This design comes from an exercise in tuning for small area on the open sky130 flow, not from production work.
In this exercise RTL edits were held to simulation tests only and were not proved equivalent to the original.

## flow/design.v (module list and top-level ports; edited modules follow where they fit)
// module sgap_conv: 3963 lines
// module fa_cell: 3 lines
// module ha_cell: 3 lines
module sgap_conv(clk,reset,ops,filterWeight2,filterWeight3,filterOut2,filterOut3,operands,data,sum);
  // ...
==> flow/flow/run.sh <==
#!/bin/bash
set -euo pipefail
W=$(pwd)
sed 's#^  log_cmd abc {\*}$abc_args#  set abc_args [lreplace $abc_args 0 1 -script '"$W"'/flow/area.abc]\n  log_cmd abc {*}$abc_args#' \
  "$FLOW_HOME/scripts/synth.tcl" > "$W/own_synth_body.tcl"
grep -q "flow/area.abc" "$W/own_synth_body.tcl"
sed 's#source $::env(SCRIPTS_DIR)/synth.tcl#source '"$W"'/own_synth_body.tcl#' synth_recipe.tcl > "$W/own_synth.tcl"
grep -q own_synth_body "$W/own_synth.tcl"
sed 's#SYNTH_SCRIPT=[^ ]*synth_recipe.tcl#SYNTH_SCRIPT='"$W"'/own_synth.tcl '"'"'BUFFER_PORTS_ARGS=-buffer_cell sky130_fd_sc_hd__buf_1'"'"' '"'"'CTS_ARGS=-sink_clustering_enable -repair_clock_nets -sink_clustering_size 16 -sink_clustering_max_diameter 100 -buf_list sky130_fd_sc_hd__clkbuf_8 -dont_use_dummy_load'"'"'#' \
  standard.sh > "$W/own_standard.sh"
grep -q own_synth.tcl "$W/own_standard.sh"
bash "$W/own_standard.sh" finish > "$W/flow.log" 2>&1
==> flow/flow/area.abc <==
strash
dch -f
amap -F 1000
==> flow/standard.sh <==
#!/bin/bash
# synth_recipe.tcl (not shown) runs the flow's synth.tcl, then flattens the netlist and writes it again
# the make line also repeats each setting of config.mk as NAME=value (left out here)
make -C /OpenROAD-flow-scripts/flow DESIGN_CONFIG=/design/flow/config.mk WORK_HOME=/design/flow/orfs CLKGATE_MAP_FILE= SYNTH_SCRIPT=/design/flow/synth_recipe.tcl "${@:-finish}"
==> flow/config.mk <==
export PLATFORM = sky130hd
export DESIGN_NAME = sgap_conv
export DESIGN_NICKNAME = sgap_conv
export VERILOG_FILES = /design/flow/design.v
export SDC_FILE = /design/flow/constraint.sdc
export NUM_CORES = 4
export LEC_CHECK = 0
export ABC_AREA = 1
export CAP_MARGIN = 20
export CORE_MARGIN = 2
export CORE_UTILIZATION = 40
export CTS_BUF_LIST = sky130_fd_sc_hd__clkbuf_8
export CTS_CLUSTER_DIAMETER = 100
export CTS_CLUSTER_SIZE = 16
export SLEW_MARGIN = 20
export SYNTH_HIERARCHICAL = 1
==> flow/constraint.sdc <==
create_clock -name core_clock -period 35.0 [get_ports {clk}]
set_input_delay 7.0000 -clock core_clock [delete_from_list [all_inputs] [get_ports {clk}]]
set_output_delay 7.0000 -clock core_clock [all_outputs]
set_load 0.01 [all_outputs]
==> results.txt, run 1 <==
- After detailed routing, the total wire length is 186.0 mm.
- The total of buffers placed on input and output ports is 627.
- The portion of synthesized area spent on multiplexers is 0%.
- The depth of the critical timing path with buffers and inverters included is 85.
- The actual transition at the worst max-transition pin is 1.084 ns.
- The number of tap instances is 1403.
- The cell type with the highest aggregate area in the netlist is sky130_fd_sc_hd__fa_1.
- The worst-case setup margin in the final layout is 1.972 ns.
- The run finished with no timing, DRC or antenna violations.
- After clock tree synthesis, the clock-pin slew on the worst setup and hold paths is 0.10 ns.
- The die is 332.7 um tall.
- In the final design database the tool counted 7271 nets.
- In this run the critical register-to-register path is captured at acc[27]$_DFF_PN0_.
- The data arrival time of the critical path is 26.03 ns.
- The design has 239 sequential cells.
- The kind of cell with the highest combined delay along the critical path is compound AO/OA/AOI/OAI gates.
- In this run, the number of DRC markers left after iteration 0 of detailed routing was 5933.
- The share of synthesized area in the top cell type comes to 39.05%.
- The total number of H-tree levels is 1.
- The biggest cell delay along the critical path is 0.55 ns.
- The startpoint identified for the worst hold timing path is acc[22]$_DFF_PN0_.
- For this run, asynchronously set or reset flops after synthesis account for 24.69%.
- The area growth from synthesis to layout is 11.74%.
- The total die area is 110700 um^2.
- The type of destination of the critical path is an output pin.
- The xor-xnor portion of the synthesized cell area is 0%.
- The leading register cell type out of synthesis is sky130_fd_sc_hd__dfxtp_1.
- The number of nets in the synthesized netlist is 6543.
- Data on the critical path is required at its endpoint by 28.00 ns.
- The worst register-to-register path has a setup slack of 17.55 ns.
==> run 2: changes to the inputs <==
--- a/flow/design.v
+++ b/flow/design.v
@@ -10,23 +10,471 @@
 input [63:0] data;
 output reg [29:0] sum;
 reg [107:0] c2;
 reg [71:0] p3;
 reg v1;
 reg [28:0] acc;
 reg [28:0] r;
 integer i;
+wire [107:0] c2e;
+genvar ge;
+generate for (ge = 0; ge < 36; ge = ge + 1) begin : enc
+  g_and2 e0 (filterOut2[ge*6], filterOut2[ge*6+3], c2e[ge*3]);
+  g_xa e1 (filterOut2[ge*6+1], filterOut2[ge*6+3], filterOut2[ge*6], filterOut2[ge*6+4], c2e[ge*3+1]);
+  g_and2 e2 (filterOut2[ge*6+1], filterOut2[ge*6+4], c2e[ge*3+2]);
+end endgenerate
+wire [71:0] p3e;
+wire pp0_00;
+g_and2 a0_00 (filterOut3[0], filterOut3[3], pp0_00);
+wire pp0_01;
+g_and2 a0_01 (filterOut3[0], filterOut3[4], pp0_01);
+wire pp0_02;
+g_and2 a0_02 (filterOut3[0], filterOut3[5], pp0_02);
+wire pp0_10;
+g_and2 a0_10 (filterOut3[1], filterOut3[3], pp0_10);
+wire pp0_11;
+g_and2 a0_11 (filterOut3[1], filterOut3[4], pp0_11);
+wire pp0_12;
+g_and2 a0_12 (filterOut3[1], filterOut3[5], pp0_12);
+wire pp0_20;
+g_and2 a0_20 (filterOut3[2], filterOut3[3], pp0_20);
+wire pp0_21;
+g_and2 a0_21 (filterOut3[2], filterOut3[4], pp0_21);
+wire pp0_22;
+g_and2 a0_22 (filterOut3[2], filterOut3[5], pp0_22);
+wire m0_1;
+wire m0_2;
+ha_cell m0_ha1 (pp0_20, pp0_11, m0_1, m0_2);
+wire m0_3;
+wire m0_4;
+ha_cell m0_ha2 (pp0_21, pp0_12, m0_3, m0_4);
+wire m0_5;
+wire m0_6;
+ha_cell m0_ha3 (pp0_01, pp0_10, m0_5, m0_6);
+wire m0_7;
+wire m0_8;
+fa_cell m0_fa4 (pp0_02, m0_1, m0_6, m0_7, m0_8);
+wire m0_9;
+wire m0_10;
+fa_cell m0_fa5 (m0_3, m0_2, m0_8, m0_9, m0_10);
+wire m0_11;
+wire m0_12;
+fa_cell m0_fa6 (pp0_22, m0_4, m0_10, m0_11, m0_12);
+assign p3e[0+:6] = {m0_12,m0_11,m0_9,m0_7,m0_5,pp0_00};
+wire pp1_00;
+g_and2 a1_00 (filterOut3[6], filterOut3[9], pp1_00);
+wire pp1_01;
+g_and2 a1_01 (filterOut3[6], filterOut3[10], pp1_01);
+wire pp1_02;
+g_and2 a1_02 (filterOut3[6], filterOut3[11], pp1_02);
+wire pp1_10;
+g_and2 a1_10 (filterOut3[7], filterOut3[9], pp1_10);
+wire pp1_11;
+g_and2 a1_11 (filterOut3[7], filterOut3[10], pp1_11);
+wire pp1_12;
+g_and2 a1_12 (filterOut3[7], filterOut3[11], pp1_12);
+wire pp1_20;
+g_and2 a1_20 (filterOut3[8], filterOut3[9], pp1_20);
+wire pp1_21;
+g_and2 a1_21 (filterOut3[8], filterOut3[10], pp1_21);
+wire pp1_22;
+g_and2 a1_22 (filterOut3[8], filterOut3[11], pp1_22);
+wire m1_1;
+wire m1_2;
+ha_cell m1_ha1 (pp1_20, pp1_11, m1_1, m1_2);
+wire m1_3;
+wire m1_4;
+ha_cell m1_ha2 (pp1_21, pp1_12, m1_3, m1_4);
+wire m1_5;
+wire m1_6;
+ha_cell m1_ha3 (pp1_01, pp1_10, m1_5, m1_6);
+wire m1_7;
+wire m1_8;
+fa_cell m1_fa4 (pp1_02, m1_1, m1_6, m1_7, m1_8);
+wire m1_9;
+wire m1_10;
+fa_cell m1_fa5 (m1_3, m1_2, m1_8, m1_9, m1_10);
+wire m1_11;
+wire m1_12;
+fa_cell m1_fa6 (pp1_22, m1_4, m1_10, m1_11, m1_12);
+assign p3e[6+:6] = {m1_12,m1_11,m1_9,m1_7,m1_5,pp1_00};
+wire pp2_00;
+g_and2 a2_00 (filterOut3[12], filterOut3[15], pp2_00);
+wire pp2_01;
+g_and2 a2_01 (filterOut3[12], filterOut3[16], pp2_01);
+wire pp2_02;
+g_and2 a2_02 (filterOut3[12], filterOut3[17], pp2_02);
+wire pp2_10;
+g_and2 a2_10 (filterOut3[13], filterOut3[15], pp2_10);
+wire pp2_11;
+g_and2 a2_11 (filterOut3[13], filterOut3[16], pp2_11);
+wire pp2_12;
+g_and2 a2_12 (filterOut3[13], filterOut3[17], pp2_12);
+wire pp2_20;
+g_and2 a2_20 (filterOut3[14], filterOut3[15], pp2_20);
+wire pp2_21;
+g_and2 a2_21 (filterOut3[14], filterOut3[16], pp2_21);
+wire pp2_22;
+g_and2 a2_22 (filterOut3[14], filterOut3[17], pp2_22);
+wire m2_1;
+wire m2_2;
+ha_cell m2_ha1 (pp2_20, pp2_11, m2_1, m2_2);
+wire m2_3;
+wire m2_4;
+ha_cell m2_ha2 (pp2_21, pp2_12, m2_3, m2_4);
+wire m2_5;
+wire m2_6;
+ha_cell m2_ha3 (pp2_01, pp2_10, m2_5, m2_6);
+wire m2_7;
+wire m2_8;
+fa_cell m2_fa4 (pp2_02, m2_1, m2_6, m2_7, m2_8);
+wire m2_9;
+wire m2_10;
+fa_cell m2_fa5 (m2_3, m2_2, m2_8, m2_9, m2_10);
+wire m2_11;
+wire m2_12;
+fa_cell m2_fa6 (pp2_22, m2_4, m2_10, m2_11, m2_12);
+assign p3e[12+:6] = {m2_12,m2_11,m2_9,m2_7,m2_5,pp2_00};
+wire pp3_00;
+g_and2 a3_00 (filterOut3[18], filterOut3[21], pp3_00);
+wire pp3_01;
+g_and2 a3_01 (filterOut3[18], filterOut3[22], pp3_01);
+wire pp3_02;
+g_and2 a3_02 (filterOut3[18], filterOut3[23], pp3_02);
+wire pp3_10;
+g_and2 a3_10 (filterOut3[19], filterOut3[21], pp3_10);
+wire pp3_11;
+g_and2 a3_11 (filterOut3[19], filterOut3[22], pp3_11);
+wire pp3_12;
+g_and2 a3_12 (filterOut3[19], filterOut3[23], pp3_12);
+wire pp3_20;
+g_and2 a3_20 (filterOut3[20], filterOut3[21], pp3_20);
+wire pp3_21;
+g_and2 a3_21 (filterOut3[20], filterOut3[22], pp3_21);
+wire pp3_22;
+g_and2 a3_22 (filterOut3[20], filterOut3[23], pp3_22);
+wire m3_1;
+wire m3_2;
+ha_cell m3_ha1 (pp3_20, pp3_11, m3_1, m3_2);
+wire m3_3;
+wire m3_4;
+ha_cell m3_ha2 (pp3_21, pp3_12, m3_3, m3_4);
+wire m3_5;
+wire m3_6;
+ha_cell m3_ha3 (pp3_01, pp3_10, m3_5, m3_6);
+wire m3_7;
+wire m3_8;
+fa_cell m3_fa4 (pp3_02, m3_1, m3_6, m3_7, m3_8);
+wire m3_9;
+wire m3_10;
+fa_cell m3_fa5 (m3_3, m3_2, m3_8, m3_9, m3_10);
+wire m3_11;
+wire m3_12;
+fa_cell m3_fa6 (pp3_22, m3_4, m3_10, m3_11, m3_12);
+assign p3e[18+:6] = {m3_12,m3_11,m3_9,m3_7,m3_5,pp3_00};
+wire pp4_00;
+g_and2 a4_00 (filterOut3[24], filterOut3[27], pp4_00);
+wire pp4_01;
+g_and2 a4_01 (filterOut3[24], filterOut3[28], pp4_01);
+wire pp4_02;
+g_and2 a4_02 (filterOut3[24], filterOut3[29], pp4_02);
+wire pp4_10;
+g_and2 a4_10 (filterOut3[25], filterOut3[27], pp4_10);
+wire pp4_11;
+g_and2 a4_11 (filterOut3[25], filterOut3[28], pp4_11);
+wire pp4_12;
+g_and2 a4_12 (filterOut3[25], filterOut3[29], pp4_12);
+wire pp4_20;
+g_and2 a4_20 (filterOut3[26], filterOut3[27], pp4_20);
+wire pp4_21;
+g_and2 a4_21 (filterOut3[26], filterOut3[28], pp4_21);
+wire pp4_22;
+g_and2 a4_22 (filterOut3[26], filterOut3[29], pp4_22);
+wire m4_1;
+wire m4_2;
+ha_cell m4_ha1 (pp4_20, pp4_11, m4_1, m4_2);
+wire m4_3;
+wire m4_4;
+ha_cell m4_ha2 (pp4_21, pp4_12, m4_3, m4_4);
+wire m4_5;
+wire m4_6;
+ha_cell m4_ha3 (pp4_01, pp4_10, m4_5, m4_6);
+wire m4_7;
+wire m4_8;
+fa_cell m4_fa4 (pp4_02, m4_1, m4_6, m4_7, m4_8);
+wire m4_9;
+wire m4_10;
+fa_cell m4_fa5 (m4_3, m4_2, m4_8, m4_9, m4_10);
+wire m4_11;
+wire m4_12;
+fa_cell m4_fa6 (pp4_22, m4_4, m4_10, m4_11, m4_12);
+assign p3e[24+:6] = {m4_12,m4_11,m4_9,m4_7,m4_5,pp4_00};
+wire pp5_00;
+g_and2 a5_00 (filterOut3[30], filterOut3[33], pp5_00);
+wire pp5_01;
+g_and2 a5_01 (filterOut3[30], filterOut3[34], pp5_01);
+wire pp5_02;
+g_and2 a5_02 (filterOut3[30], filterOut3[35], pp5_02);
+wire pp5_10;
+g_and2 a5_10 (filterOut3[31], filterOut3[33], pp5_10);
+wire pp5_11;
+g_and2 a5_11 (filterOut3[31], filterOut3[34], pp5_11);
+wire pp5_12;
+g_and2 a5_12 (filterOut3[31], filterOut3[35], pp5_12);
+wire pp5_20;
+g_and2 a5_20 (filterOut3[32], filterOut3[33], pp5_20);
+wire pp5_21;
+g_and2 a5_21 (filterOut3[32], filterOut3[34], pp5_21);
+wire pp5_22;
+g_and2 a5_22 (filterOut3[32], filterOut3[35], pp5_22);
+wire m5_1;
+wire m5_2;
+ha_cell m5_ha1 (pp5_20, pp5_11, m5_1, m5_2);
+wire m5_3;
+wire m5_4;
+ha_cell m5_ha2 (pp5_21, pp5_12, m5_3, m5_4);
+wire m5_5;
+wire m5_6;
+ha_cell m5_ha3 (pp5_01, pp5_10, m5_5, m5_6);
+wire m5_7;
+wire m5_8;
+fa_cell m5_fa4 (pp5_02, m5_1, m5_6, m5_7, m5_8);
+wire m5_9;
+wire m5_10;
+fa_cell m5_fa5 (m5_3, m5_2, m5_8, m5_9, m5_10);
+wire m5_11;
+wire m5_12;
+fa_cell m5_fa6 (pp5_22, m5_4, m5_10, m5_11, m5_12);
+assign p3e[30+:6] = {m5_12,m5_11,m5_9,m5_7,m5_5,pp5_00};
+wire pp6_00;
+g_and2 a6_00 (filterOut3[36], filterOut3[39], pp6_00);
+wire pp6_01;
+g_and2 a6_01 (filterOut3[36], filterOut3[40], pp6_01);
+wire pp6_02;
+g_and2 a6_02 (filterOut3[36], filterOut3[41], pp6_02);
+wire pp6_10;
+g_and2 a6_10 (filterOut3[37], filterOut3[39], pp6_10);
+wire pp6_11;
+g_and2 a6_11 (filterOut3[37], filterOut3[40], pp6_11);
+wire pp6_12;
+g_and2 a6_12 (filterOut3[37], filterOut3[41], pp6_12);
+wire pp6_20;
+g_and2 a6_20 (filterOut3[38], filterOut3[39], pp6_20);
+wire pp6_21;
+g_and2 a6_21 (filterOut3[38], filterOut3[40], pp6_21);
+wire pp6_22;
+g_and2 a6_22 (filterOut3[38], filterOut3[41], pp6_22);
+wire m6_1;
+wire m6_2;
+ha_cell m6_ha1 (pp6_20, pp6_11, m6_1, m6_2);
+wire m6_3;
+wire m6_4;
+ha_cell m6_ha2 (pp6_21, pp6_12, m6_3, m6_4);
+wire m6_5;
+wire m6_6;
+ha_cell m6_ha3 (pp6_01, pp6_10, m6_5, m6_6);
+wire m6_7;
+wire m6_8;
+fa_cell m6_fa4 (pp6_02, m6_1, m6_6, m6_7, m6_8);
+wire m6_9;
+wire m6_10;
+fa_cell m6_fa5 (m6_3, m6_2, m6_8, m6_9, m6_10);
+wire m6_11;
+wire m6_12;
+fa_cell m6_fa6 (pp6_22, m6_4, m6_10, m6_11, m6_12);
+assign p3e[36+:6] = {m6_12,m6_11,m6_9,m6_7,m6_5,pp6_00};
+wire pp7_00;
+g_and2 a7_00 (filterOut3[42], filterOut3[45], pp7_00);
+wire pp7_01;
+g_and2 a7_01 (filterOut3[42], filterOut3[46], pp7_01);
+wire pp7_02;
+g_and2 a7_02 (filterOut3[42], filterOut3[47], pp7_02);
+wire pp7_10;
+g_and2 a7_10 (filterOut3[43], filterOut3[45], pp7_10);
+wire pp7_11;
+g_and2 a7_11 (filterOut3[43], filterOut3[46], pp7_11);
+wire pp7_12;
+g_and2 a7_12 (filterOut3[43], filterOut3[47], pp7_12);
+wire pp7_20;
+g_and2 a7_20 (filterOut3[44], filterOut3[45], pp7_20);
+wire pp7_21;
+g_and2 a7_21 (filterOut3[44], filterOut3[46], pp7_21);
+wire pp7_22;
+g_and2 a7_22 (filterOut3[44], filterOut3[47], pp7_22);
+wire m7_1;
+wire m7_2;
+ha_cell m7_ha1 (pp7_20, pp7_11, m7_1, m7_2);
+wire m7_3;
+wire m7_4;
+ha_cell m7_ha2 (pp7_21, pp7_12, m7_3, m7_4);
+wire m7_5;
+wire m7_6;
+ha_cell m7_ha3 (pp7_01, pp7_10, m7_5, m7_6);
+wire m7_7;
+wire m7_8;
+fa_cell m7_fa4 (pp7_02, m7_1, m7_6, m7_7, m7_8);
+wire m7_9;
+wire m7_10;
+fa_cell m7_fa5 (m7_3, m7_2, m7_8, m7_9, m7_10);
+wire m7_11;
+wire m7_12;
+fa_cell m7_fa6 (pp7_22, m7_4, m7_10, m7_11, m7_12);
+assign p3e[42+:6] = {m7_12,m7_11,m7_9,m7_7,m7_5,pp7_00};
+wire pp8_00;
+g_and2 a8_00 (filterOut3[48], filterOut3[51], pp8_00);
+wire pp8_01;
+g_and2 a8_01 (filterOut3[48], filterOut3[52], pp8_01);
+wire pp8_02;
+g_and2 a8_02 (filterOut3[48], filterOut3[53], pp8_02);
+wire pp8_10;
+g_and2 a8_10 (filterOut3[49], filterOut3[51], pp8_10);
+wire pp8_11;
+g_and2 a8_11 (filterOut3[49], filterOut3[52], pp8_11);
+wire pp8_12;
+g_and2 a8_12 (filterOut3[49], filterOut3[53], pp8_12);
+wire pp8_20;
+g_and2 a8_20 (filterOut3[50], filterOut3[51], pp8_20);
+wire pp8_21;
+g_and2 a8_21 (filterOut3[50], filterOut3[52], pp8_21);
+wire pp8_22;
+g_and2 a8_22 (filterOut3[50], filterOut3[53], pp8_22);
+wire m8_1;
+wire m8_2;
+ha_cell m8_ha1 (pp8_20, pp8_11, m8_1, m8_2);
+wire m8_3;
+wire m8_4;
+ha_cell m8_ha2 (pp8_21, pp8_12, m8_3, m8_4);
+wire m8_5;
+wire m8_6;
+ha_cell m8_ha3 (pp8_01, pp8_10, m8_5, m8_6);
+wire m8_7;
+wire m8_8;
+fa_cell m8_fa4 (pp8_02, m8_1, m8_6, m8_7, m8_8);
+wire m8_9;
+wire m8_10;
+fa_cell m8_fa5 (m8_3, m8_2, m8_8, m8_9, m8_10);
+wire m8_11;
+wire m8_12;
+fa_cell m8_fa6 (pp8_22, m8_4, m8_10, m8_11, m8_12);
+assign p3e[48+:6] = {m8_12,m8_11,m8_9,m8_7,m8_5,pp8_00};
+wire pp9_00;
+g_and2 a9_00 (filterOut3[54], filterOut3[57], pp9_00);
+wire pp9_01;
+g_and2 a9_01 (filterOut3[54], filterOut3[58], pp9_01);
+wire pp9_02;
+g_and2 a9_02 (filterOut3[54], filterOut3[59], pp9_02);
+wire pp9_10;
+g_and2 a9_10 (filterOut3[55], filterOut3[57], pp9_10);
+wire pp9_11;
+g_and2 a9_11 (filterOut3[55], filterOut3[58], pp9_11);
+wire pp9_12;
+g_and2 a9_12 (filterOut3[55], filterOut3[59], pp9_12);
+wire pp9_20;
+g_and2 a9_20 (filterOut3[56], filterOut3[57], pp9_20);
+wire pp9_21;
+g_and2 a9_21 (filterOut3[56], filterOut3[58], pp9_21);
+wire pp9_22;
+g_and2 a9_22 (filterOut3[56], filterOut3[59], pp9_22);
+wire m9_1;
+wire m9_2;
+ha_cell m9_ha1 (pp9_20, pp9_11, m9_1, m9_2);
+wire m9_3;
+wire m9_4;
+ha_cell m9_ha2 (pp9_21, pp9_12, m9_3, m9_4);
+wire m9_5;
+wire m9_6;
+ha_cell m9_ha3 (pp9_01, pp9_10, m9_5, m9_6);
+wire m9_7;
+wire m9_8;
+fa_cell m9_fa4 (pp9_02, m9_1, m9_6, m9_7, m9_8);
+wire m9_9;
+wire m9_10;
+fa_cell m9_fa5 (m9_3, m9_2, m9_8, m9_9, m9_10);
+wire m9_11;
+wire m9_12;
+fa_cell m9_fa6 (pp9_22, m9_4, m9_10, m9_11, m9_12);
+assign p3e[54+:6] = {m9_12,m9_11,m9_9,m9_7,m9_5,pp9_00};
+wire pp10_00;
+g_and2 a10_00 (filterOut3[60], filterOut3[63], pp10_00);
+wire pp10_01;
+g_and2 a10_01 (filterOut3[60], filterOut3[64], pp10_01);
+wire pp10_02;
+g_and2 a10_02 (filterOut3[60], filterOut3[65], pp10_02);
+wire pp10_10;
+g_and2 a10_10 (filterOut3[61], filterOut3[63], pp10_10);
+wire pp10_11;
+g_and2 a10_11 (filterOut3[61], filterOut3[64], pp10_11);
+wire pp10_12;
+g_and2 a10_12 (filterOut3[61], filterOut3[65], pp10_12);
+wire pp10_20;
+g_and2 a10_20 (filterOut3[62], filterOut3[63], pp10_20);
+wire pp10_21;
+g_and2 a10_21 (filterOut3[62], filterOut3[64], pp10_21);
+wire pp10_22;
+g_and2 a10_22 (filterOut3[62], filterOut3[65], pp10_22);
+wire m10_1;
+wire m10_2;
+ha_cell m10_ha1 (pp10_20, pp10_11, m10_1, m10_2);
+wire m10_3;
+wire m10_4;
+ha_cell m10_ha2 (pp10_21, pp10_12, m10_3, m10_4);
+wire m10_5;
+wire m10_6;
+ha_cell m10_ha3 (pp10_01, pp10_10, m10_5, m10_6);
+wire m10_7;
+wire m10_8;
+fa_cell m10_fa4 (pp10_02, m10_1, m10_6, m10_7, m10_8);
+wire m10_9;
+wire m10_10;
+fa_cell m10_fa5 (m10_3, m10_2, m10_8, m10_9, m10_10);
+wire m10_11;
+wire m10_12;
+fa_cell m10_fa6 (pp10_22, m10_4, m10_10, m10_11, m10_12);
+assign p3e[60+:6] = {m10_12,m10_11,m10_9,m10_7,m10_5,pp10_00};
+wire pp11_00;
+g_and2 a11_00 (filterOut3[66], filterOut3[69], pp11_00);
+wire pp11_01;
+g_and2 a11_01 (filterOut3[66], filterOut3[70], pp11_01);
+wire pp11_02;
+g_and2 a11_02 (filterOut3[66], filterOut3[71], pp11_02);
+wire pp11_10;
+g_and2 a11_10 (filterOut3[67], filterOut3[69], pp11_10);
+wire pp11_11;
+g_and2 a11_11 (filterOut3[67], filterOut3[70], pp11_11);
+wire pp11_12;
+g_and2 a11_12 (filterOut3[67], filterOut3[71], pp11_12);
+wire pp11_20;
+g_and2 a11_20 (filterOut3[68], filterOut3[69], pp11_20);
+wire pp11_21;
+g_and2 a11_21 (filterOut3[68], filterOut3[70], pp11_21);
+wire pp11_22;
+g_and2 a11_22 (filterOut3[68], filterOut3[71], pp11_22);
+wire m11_1;
+wire m11_2;
+ha_cell m11_ha1 (pp11_20, pp11_11, m11_1, m11_2);
+wire m11_3;
+wire m11_4;
+ha_cell m11_ha2 (pp11_21, pp11_12, m11_3, m11_4);
+wire m11_5;
+wire m11_6;
+ha_cell m11_ha3 (pp11_01, pp11_10, m11_5, m11_6);
+wire m11_7;
+wire m11_8;
+fa_cell m11_fa4 (pp11_02, m11_1, m11_6, m11_7, m11_8);
+wire m11_9;
+wire m11_10;
+fa_cell m11_fa5 (m11_3, m11_2, m11_8, m11_9, m11_10);
+wire m11_11;
+wire m11_12;
+fa_cell m11_fa6 (pp11_22, m11_4, m11_10, m11_11, m11_12);
+assign p3e[66+:6] = {m11_12,m11_11,m11_9,m11_7,m11_5,pp11_00};
 always @(posedge clk) begin
-  for (i = 0; i < 36; i = i + 1)
-    c2[i*3+:3] <= {filterOut2[i*6+1] & filterOut2[i*6+4],
-                   (filterOut2[i*6+1] & filterOut2[i*6+3]) ^ (filterOut2[i*6] & filterOut2[i*6+4]),
-                   filterOut2[i*6] & filterOut2[i*6+3]};
-  for (i = 0; i < 12; i = i + 1)
-    p3[i*6+:6] <= filterOut3[i*6+:3] * filterOut3[i*6+3+:3];
+  c2 <= c2e;
+  p3 <= p3e;
 end
 always @(posedge clk or negedge reset)
   if (!reset) v1 <= 1'b0;
   else v1 <= 1'b1;
 wire [143:0] p2;
 genvar g;
 generate for (g = 0; g < 36; g = g + 1) begin : dec2
   assign p2[g*4+:4] = {c2[g*3+2] & c2[g*3], c2[g*3+2] & ~c2[g*3], c2[g*3+1], c2[g*3]};
@@ -3963,8 +4411,14 @@
   endcase
 endmodule
 module fa_cell(input a, input b, input c, output s, output co);
 assign {co, s} = a + b + c;
 endmodule
 module ha_cell(input a, input b, output s, output co);
 assign {co, s} = a + b;
 endmodule
+module g_and2(input a, input b, output y);
+assign y = a & b;
+endmodule
+module g_xa(input a, input b, input c, input d, output y);
+assign y = (a & b) ^ (c & d);
+endmodule
--- a/flow/config.mk
+++ b/flow/config.mk
@@ -7,10 +7,11 @@
 export LEC_CHECK = 0
 export ABC_AREA = 1
 export CAP_MARGIN = 20
 export CORE_MARGIN = 2
 export CORE_UTILIZATION = 40
 export CTS_BUF_LIST = sky130_fd_sc_hd__clkbuf_8
 export CTS_CLUSTER_DIAMETER = 100
 export CTS_CLUSTER_SIZE = 16
+export GPL_TIMING_DRIVEN = 0
 export SLEW_MARGIN = 20
 export SYNTH_HIERARCHICAL = 1
==> results.txt, run 2 <==
- The biggest cell delay along the critical path is 0.58 ns (was 0.55 ns).
- The most common cell type on the critical path is sky130_fd_sc_hd__clkinv_1 (unchanged).
- The met3 usage in global routing is 8.600% (was 7.853%).
- List of most frequent post-synthesis cells: sky130_fd_sc_hd__fa_1 (855), sky130_fd_sc_hd__clkinv_1 (600), sky130_fd_sc_hd__o22ai_1 (395), sky130_fd_sc_hd__o21ai_0 (354), sky130_fd_sc_hd__nor2_1 (320) (was sky130_fd_sc_hd__clkinv_1 (887), sky130_fd_sc_hd__fa_1 (843), sky130_fd_sc_hd__nor2_1 (549), sky130_fd_sc_hd__o22ai_1 (387), sky130_fd_sc_hd__o21ai_0 (363)).
- The total of max-cap violations is 0 (unchanged).
- The category of the critical setup timing path is in2out (unchanged).
- The global-route total usage across every layer is 32.08% (was 32.88%).
- The timing-limited maximum frequency is 30.37 MHz (was 30.28 MHz).
- The routed wire length is 179.3 mm (was 186.0 mm).
- The CTS tree is yes (unchanged).
- The detailed router's first-iteration violation count came to 5788 (was 5933).
- The number of optimization iterations in the first detailed-route pass is 15 (was 13).
- The largest fanout of any net on the critical path came to 8 (was 6).
- The first-pass GRT wire length is 256.0 mm (was 269.9 mm).
- The number of flops mapped to enable cells by yosys is 0 (unchanged).
- The total die area was 108700 um^2 (was 110700 um^2).
- The required time at the endpoint of the critical path is 28.00 ns (about the same).
- The placeable core region is 105300 um^2 (was 107100 um^2).
- The number of nets in the layout is 6848 (was 7271).
- The yosys synthesis warning count is 7 (unchanged).
- Top area cells in the synthesized netlist: sky130_fd_sc_hd__fa_1 (40%), sky130_fd_sc_hd__dfxtp_1 (8.5%), sky130_fd_sc_hd__a222oi_1 (6.1%) (was sky130_fd_sc_hd__fa_1 (39%), sky130_fd_sc_hd__dfxtp_1 (8.3%), sky130_fd_sc_hd__clkinv_1 (7.7%)).
- The share of cells above drive strength 1 is 0.6928% (was 1.890%).
- The startpoint class of the critical path is a primary input (unchanged).
- The mean area per synthesized cell is 9.352 um^2 (was 8.855 um^2).
- The final non-filler cell area was 47040 um^2 (was 48290 um^2).
- The mapped cell area is 42450 um^2 (was 43220 um^2).
- The I/O pin count is 734 (unchanged).
- The gate count of the mapped netlist is 4539 (was 4881).
- The type of destination of the critical path is an output pin (unchanged).
- Registers with the highest flip-flop counts: c2: 108 flops, p3: 72 flops (unchanged).
- The cell with the largest stage delay on the worst path is sky130_fd_sc_hd__fa_1 (unchanged).
- The sequential area share after synthesis is 11.97% (was 11.75%).
- The starting utilization of the core area is 40.32% (was 40.37%).
- The maximum buffer depth of the clock tree was 3 (unchanged).
- The mean routed wirelength per cell is 27.12 um (was 26.45 um).
- The max-slew violation count is 0 (unchanged).
- The via count of the first global-routing pass is 40407 (was 42082).
- The hold violation count in the final report is 0 (unchanged).
- The share of async-settable or async-resettable flops after synthesis came to 24.69% (unchanged).
- The total of buffers placed on input and output ports is 627 (unchanged).
- The total number of H-tree levels is 1 (unchanged).
- The count of different cell masters after synthesis was 43 (was 41).
- The total clock buffers created by CTS is 24 (was 23).
- The placer congestion estimate is 1.084 (was 1.052).
- The met1 usage came to 39.74% (was 42.04%).
- The flip-flop and latch count after synthesis is 239 (unchanged).
- The setup slack on the worst flop-to-flop path is 17.44 ns (was 17.55 ns).
- The top-area cell type share of the netlist area is 40.32% (was 39.05%).
- Commonest cells after routing, fill and taps aside: sky130_fd_sc_hd__fa_1 (855), sky130_fd_sc_hd__buf_1 (626), sky130_fd_sc_hd__clkinv_1 (600), sky130_fd_sc_hd__o22ai_1 (394), sky130_fd_sc_hd__o21ai_0 (351) (was sky130_fd_sc_hd__clkinv_1 (886), sky130_fd_sc_hd__fa_1 (843), sky130_fd_sc_hd__buf_1 (626), sky130_fd_sc_hd__nor2_1 (548), sky130_fd_sc_hd__o22ai_1 (385)).
- The post-layout minimum cycle time is 32.93 ns (was 33.03 ns).
- The leading cell type in the layout, fill and taps excluded is sky130_fd_sc_hd__fa_1 (was sky130_fd_sc_hd__clkinv_1).
- The flip-flop count of the largest register after layout is 108 (unchanged).
- The data arrival time of the critical path was 25.93 ns (was 26.03 ns).
- Status: timing/DRC/antenna clean (unchanged).
- The buffer cell driving the clock tree root is sky130_fd_sc_hd__clkbuf_8 (unchanged).
- The total number of vias is 41690 (was 43456).
- The leading register cell type out of synthesis is sky130_fd_sc_hd__dfxtp_1 (unchanged).
- The number of clock sinks is 239 (unchanged).
- The number of vias per cell after detailed routing is 6.306 (was 6.182).
- The clock latency reported for the late side of the worst-skew pair is 0.70 ns (was 0.72 ns).
- The die outline height came to 329.8 um (was 332.7 um).
- The clock tree skew after final layout is 0.08443 ns (was 0.07837 ns).
- The number of antenna violations at the first check in global routing is 25 (was 29).
- The most frequent cell after synthesis is sky130_fd_sc_hd__fa_1 (was sky130_fd_sc_hd__clkinv_1).
- The die boundary width is 329.8 um (was 332.7 um).
- The half-perimeter wire length after detailed placement is 157.5 mm (was 164.2 mm).
- The register containing the most flip-flops in the final layout is c2 (unchanged).
- The met2 track utilization from global routing is 50.83% (was 53.24%).
- The post-placement cell area came to 46600 um^2 (was 47820 um^2).
- The count of endpoints failing setup in the final report is 0 (unchanged).
- The post-synthesis net count was 6189 (was 6543).
- The kind of path behind the tightest hold check is reg2reg (unchanged).
- The cell type with the highest aggregate area in the netlist is sky130_fd_sc_hd__fa_1 (unchanged).
- The number of filler instances in the final layout is 10344 (was 10784).
- The remaining number of nets flagged by the antenna check after routing is 0 (unchanged).
- The actual transition at the worst max-transition pin is 1.142 ns (was 1.084 ns).
- The most utilized layer in the global route result was met2 (unchanged).
- The relative max-transition margin is 23.88% (was 27.71%).
- The maximum number of pins on one net before global-route repair is 30 (was 62).
- The number of placement rows was 119 (was 120).
- The ratio of final minimum period to clock period is 94.09% (was 94.37%).
- The clock edge transition at the registers on the reported setup and hold paths is 0.08 ns (was 0.10 ns).
- The number of DRC violations after detailed routing is 0 (unchanged).
- The sum of overflow across all layers after global routing is 0 (unchanged).
- The synthesis-to-finish area growth was 10.81% (was 11.74%).
- The final core area utilization was 44.69% (was 45.11%).
run 2: changes by cell type after synthesis, moves of 11 or more:
| cell | before | now |
|---|---|---|
| sky130_fd_sc_hd__a21oi_1 | 103 | 82 |
| sky130_fd_sc_hd__and2_0 | 0 | 252 |
| sky130_fd_sc_hd__clkinv_1 | 887 | 600 |
| sky130_fd_sc_hd__fa_1 | 843 | 855 |
| sky130_fd_sc_hd__ha_1 | 115 | 91 |
| sky130_fd_sc_hd__nand2_1 | 184 | 160 |
| sky130_fd_sc_hd__nor2_1 | 549 | 320 |
| sky130_fd_sc_hd__o21bai_1 | 13 | 2 |
run 2: what timing repair did:
action / 4_1_cts / 5_1_grt
gates resized for setup: 0 / 5
endpoints found under the setup margin: 0 / 2
buffers inserted: 0 / 4
hold buffers: 0 / 0
run 2: final cells by class:
type	instances	area, um^2	area share (%)
well taps	1391	1740	3.700
diodes	24	60.06	0.1277
clock buffers	24	330.3	0.7022
multi-input cells	3700	35140	74.71
inverters	600	2252	4.788
flip-flops and latches	239	5080	10.80
repair buffers	633	2432	5.171
run 2: worst max-delay path, delay by kind of cell:
kind | cells | cell delay [ns]
AOI/OAI and AO/OA | 36 | 9.27
adders and majority gates | 14 | 4.25
buffers and inverters | 17 | 3.00
and+or+nand+nor | 19 | 2.40
run 2: final timing paths:
path,startpoint,end,cells after the start
worst max-delay path,operands[26],sum[0],86
worst min-delay path,acc[2]$_DFF_PN0_,r[2]$_DFF_PN0_,0
worst max register to register,c2[78]$_DFF_P_,acc[27]$_DFF_PN0_,40
worst min register to register,acc[2]$_DFF_PN0_,r[2]$_DFF_PN0_,0
max in group asynchronous,reset,r[27]$_DFF_PN0_,3
min in group asynchronous,reset,acc[6]$_DFF_PN0_,1
run 2: stage by stage:
step	TNS (ns)	setup slack [ns]	hold WS, ns	std cells
floorplan	0	4.523	0.3312	4539
global placement	0	1.632	0.3336	6557
detailed placement	0	1.318	0.3347	6559
CTS	0	1.163	0.3532	6583
global route	-0.04087	-0.04087	0.3611	6607
finish	0	2.069	0.3511	6611
run 2: logic make-up (layout without fill, tap and decap cells):
| logic type | after synthesis | after routing | share of synthesized area, % |
|---|---|---|---|
| AOI/OAI and AO/OA | 1535 | 1535 | 25.80 |
| and+or+nand+nor | 1218 | 1218 | 13.92 |
| adders and majority gates | 946 | 946 | 43.01 |
| buffers and inverters | 600 | 1257 | 5.306 |
| DFF | 239 | 239 | 11.97 |
| other | 1 | 25 | 0.008834 |
run 2: per-module statistics from Yosys, one instance, submodules excluded:
module | flops+latches | cells | copies in the design
sgap_conv | 239 | 3306 | 1
fa_cell | 0 | 1 | 854
g_and2 | 0 | 1 | 180
ha_cell | 0 | 1 | 55
g_xa | 0 | 4 | 36
run 2: metal layers:
layer,vias up,wire length [um],share of wire [%]
met5,-,32,0.018
met4,6,11940,6.7
met1,20477,66740,37
met2,2380,81840,46
met3,436,18720,10
li1,18391,-,-
==> run 3: changes to the inputs <==
==> flow/flow/area.abc (replaced) <==
strash
dch -f
amap
strash
dch -f
amap
==> results.txt, run 3 <==
- The number of optimization iterations in the first detailed-route pass came to 6 (was 15).
- Top area cells in the synthesized netlist: sky130_fd_sc_hd__fa_1 (41%), sky130_fd_sc_hd__dfxtp_1 (8.6%), sky130_fd_sc_hd__o22ai_1 (7.4%) (was sky130_fd_sc_hd__fa_1 (40%), sky130_fd_sc_hd__dfxtp_1 (8.5%), sky130_fd_sc_hd__a222oi_1 (6.1%)).
- The flip-flop count of the largest register after layout is 108 (unchanged).
- The number of clock sinks is 239 (unchanged).
- The count of endpoints failing setup in the final report is 0 (unchanged).
- The total of buffers placed on input and output ports is 627 (unchanged).
- The number of flops mapped to enable cells by yosys is 0 (unchanged).
- The total of max-cap violations came to 0 (unchanged).
- The startpoint class of the critical path is a primary input (unchanged).
- The max-slew violation count came to 0 (unchanged).
- The maximum number of pins on one net before global-route repair is 33 (was 30).
- The post-synthesis net count is 6056 (was 6189).
- The post-CTS setup buffer count is 0 (unchanged).
- The total die area is 107900 um^2 (was 108700 um^2).
- The biggest cell delay along the critical path came to 0.60 ns (was 0.58 ns).
- The die outline height was 328.4 um (was 329.8 um).
- The final core area utilization is 44.52% (was 44.69%).
- The required time at the endpoint of the critical path is 28.00 ns (about the same).
- The number of hold-repair buffers added at the cts stage is 0 (unchanged).
- The cell type with the highest aggregate area in the netlist was sky130_fd_sc_hd__fa_1 (unchanged).
- The share of cells above drive strength 1 is 0.7511% (was 0.6928%).
- Setup repair after global routing left no endpoint under its margin.
- The worst setup slack before clock tree synthesis was 1.635 ns (was 1.318 ns).
- The most frequent cell after synthesis was sky130_fd_sc_hd__fa_1 (unchanged).
- The share of async-settable or async-resettable flops after synthesis is 24.69% (unchanged).
- Commonest cells after routing, fill and taps aside: sky130_fd_sc_hd__fa_1 (855), sky130_fd_sc_hd__buf_1 (626), sky130_fd_sc_hd__nor2_1 (504), sky130_fd_sc_hd__o22ai_1 (495), sky130_fd_sc_hd__clkinv_1 (323) (was sky130_fd_sc_hd__fa_1 (855), sky130_fd_sc_hd__buf_1 (626), sky130_fd_sc_hd__clkinv_1 (600), sky130_fd_sc_hd__o22ai_1 (394), sky130_fd_sc_hd__o21ai_0 (351)).
- The clock edge transition at the registers on the reported setup and hold paths came to 0.11 ns (was 0.08 ns).
- The CTS tree is yes (unchanged).
- The post-layout minimum cycle time is 32.73 ns (was 32.93 ns).
- The clock tree skew after final layout is 0.04403 ns (was 0.08443 ns).
- The synthesis-to-finish area growth is 10.85% (was 10.81%).
- The maximum buffer depth of the clock tree came to 3 (unchanged).
- The buffer cell driving the clock tree root was sky130_fd_sc_hd__clkbuf_8 (unchanged).
- The ratio of final minimum period to clock period came to 93.51% (was 94.09%).
- The detailed router's first-iteration violation count is 4117 (was 5788).
- The cell with the largest stage delay on the worst path is sky130_fd_sc_hd__fa_1 (unchanged).
- The leading cell type in the layout, fill and taps excluded is sky130_fd_sc_hd__fa_1 (unchanged).
- The gate count of the mapped netlist is 4406 (was 4539).
- The first-pass GRT wire length is 267.0 mm (was 256.0 mm).
- The highest layer used for signal routing is met5 (unchanged).
- The sum of overflow across all layers after global routing came to 0 (unchanged).
- The die boundary width is 328.4 um (was 329.8 um).
- The kind of path behind the tightest hold check was reg2reg (unchanged).
- The number of placement rows came to 119 (unchanged).
- The hold violation count in the final report is 0 (unchanged).
- The number of antenna violations at the first check in global routing is 19 (was 25).
- The total clock buffers created by CTS is 19 (was 24).
- The relative max-transition margin is 28.59% (was 23.88%).
- The most common cell type on the critical path is sky130_fd_sc_hd__nor2_1 (was sky130_fd_sc_hd__clkinv_1).
- The routed wire length is 186.9 mm (was 179.3 mm).
- The placer congestion estimate is 1.059 (was 1.084).
- The top-area cell type share of the netlist area is 40.66% (was 40.32%).
- The data arrival time of the critical path is 25.73 ns (was 25.93 ns).
- The largest fanout of any net on the critical path is 6 (was 8).
- The via count of the first global-routing pass came to 40028 (was 40407).
- The worst hold margin is 0.3352 ns (was 0.3511 ns).
- The placeable core region is 104800 um^2 (was 105300 um^2).
- The total number of vias is 40993 (was 41690).
- The clock latency reported for the late side of the worst-skew pair came to 0.67 ns (was 0.70 ns).
- The yosys synthesis warning count was 7 (unchanged).
- Status: timing/DRC/antenna clean (unchanged).
- List of most frequent post-synthesis cells: sky130_fd_sc_hd__fa_1 (855), sky130_fd_sc_hd__nor2_1 (505), sky130_fd_sc_hd__o22ai_1 (496), sky130_fd_sc_hd__clkinv_1 (323), sky130_fd_sc_hd__nand3_1 (320) (was sky130_fd_sc_hd__fa_1 (855), sky130_fd_sc_hd__clkinv_1 (600), sky130_fd_sc_hd__o22ai_1 (395), sky130_fd_sc_hd__o21ai_0 (354), sky130_fd_sc_hd__nor2_1 (320)).
- The total negative slack for setup checks came to 0 ns (unchanged).
- The actual transition at the worst max-transition pin is 1.065 ns (was 1.142 ns).
- The timing-limited maximum frequency was 30.55 MHz (was 30.37 MHz).
- The register containing the most flip-flops in the final layout is c2 (unchanged).
- The leading register cell type out of synthesis is sky130_fd_sc_hd__dfxtp_1 (unchanged).
- The flip-flop and latch count after synthesis came to 239 (unchanged).
- The count of different cell masters after synthesis came to 46 (was 43).
- Registers with the highest flip-flop counts: c2: 108 flops, p3: 72 flops (unchanged).
- The mean area per synthesized cell is 9.554 um^2 (was 9.352 um^2).
- The type of destination of the critical path was an output pin (unchanged).
- The global-route total usage across every layer was 33.96% (was 32.08%).
- The I/O pin count is 734 (unchanged).
- The wire length on met1 came to 72.96 mm (was 66.74 mm).
- The amount of wire on met2 after detailed routing was 85.60 mm (was 81.84 mm).
- The total number of H-tree levels was 1 (unchanged).
- The met3 routed wirelength is 19.57 mm (was 18.72 mm).
- The number of DRC violations after detailed routing came to 0 (unchanged).
- The mean routed wirelength per cell is 28.94 um (was 27.12 um).
- The number of vias per cell after detailed routing is 6.346 (was 6.306).
- The starting utilization of the core area came to 40.16% (was 40.32%).
- The category of the critical setup timing path is in2out (unchanged).
- The mapped cell area is 42100 um^2 (was 42450 um^2).
- The remaining number of nets flagged by the antenna check after routing is 0 (unchanged).
- The number of cells upsized or downsized after cts is 0 (unchanged).
- The worst-case setup margin in the final layout is 2.272 ns (was 2.069 ns).
- The half-perimeter wire length after detailed placement came to 165.1 mm (was 157.5 mm).
- The number of nets in the layout is 6711 (was 6848).
- The sequential area share after synthesis was 12.07% (was 11.97%).
run 3: metal layers:
metal | up-vias | GRT usage, %
li1 | 17989 | -
met1 | 20463 | 43.80
met2 | 2174 | 54.62
met3 | 349 | 8.696
met4 | 18 | 13.41
met5 | - | 0
run 3: modules after synthesis, one instance, submodules excluded:
module	area [um^2]	times used
ha_cell	12.51	55
g_xa	16.27	36
g_and2	6.256	180
fa_cell	20.02	854
sgap_conv	22600	1
run 3: path summary, 6_finish.rpt:
path	startpoint	end	slack (ns)	cells after the start
max in group asynchronous	reset	r[16]$_DFF_PN0_	28.27	3
worst min-delay path	acc[10]$_DFF_PN0_	r[10]$_DFF_PN0_	0.34	0
worst max-delay path	operands[26]	sum[0]	2.27	91
worst max register to register	c2[96]$_DFF_P_	acc[27]$_DFF_PN0_	18.12	40
min in group asynchronous	reset	r[1]$_DFF_PN0_	6.32	2
worst min register to register	acc[10]$_DFF_PN0_	r[10]$_DFF_PN0_	0.34	0
run 3: worst max-delay path, delay by kind of cell:
family	cells	cell delay, ns
AND/OR/NAND/NOR	32	3.99
buffers and inverters	15	2.64
AO/OA/AOI/OAI	37	9.26
adder cells (fa/ha/maj)	7	2.82
run 3: cell type report:
cell class / count / area, um^2
diodes: 10 / 25.02
repair buffers: 634 / 2477
inverters: 323 / 1212
flip-flops and latches: 239 / 5080
well taps: 1391 / 1740
clock buffers: 19 / 261.5
multi-input cells: 3844 / 35870
fillers: 10320 / 58160
run 3: through the flow:
stage,instances,cell area [um^2]
after floorplan,4406,42100
after global placement,6424,46190
after detailed placement,6428,46280
after CTS,6447,46540
after global routing,6456,46650
final,6460,46660
run 3: cell families after synthesis:
| family | after synthesis | share of synthesized area [%] |
|---|---|---|
| compound gates | 1496 | 25.84 |
| simple gates | 1401 | 15.84 |
| fa+ha+maj | 946 | 43.36 |
| buf+inv | 323 | 2.880 |
| flops | 239 | 12.07 |
| other cells | 1 | 0.008908 |

## what the ideal ports hide
No port has a modelled driver above. Below, the same layouts with a new extraction and two added sets of constraints.
Step 1 sets driving cells, clkbuf_16 on the clock port and buf_2 on the other inputs (assumed; they add their load-dependent delay and slew).
Step 2, shift: input delay + t, output delay - t, t = (earliest + latest rising clock arrival at the registers) / 2. This alone moves slack from input paths to output paths.
Slacks: ideal / step 1 / step 2; pairs: ideal / step 1.
run | t, ns | setup slack, ns | worst setup path after step 2 | latest minus earliest clock arrival (ns) | worst register clock-pin slew, ns
run 1 | 0.754 | 1.972 / 1.949 / 1.949 | input to output | 0.079 / 0.079 | 0.11 / 0.11
run 2 | 0.743 | 2.069 / 2.046 / 2.046 | input to output | 0.118 / 0.117 | 0.10 / 0.10
run 3 | 0.718 | 2.272 / 2.235 / 2.235 | input to output | 0.044 / 0.044 | 0.11 / 0.11
After both steps every run listed still meets setup and hold. The setup slack of run 3, which loses most, moves by -0.037 ns with the drivers and by -0.037 ns with both steps.
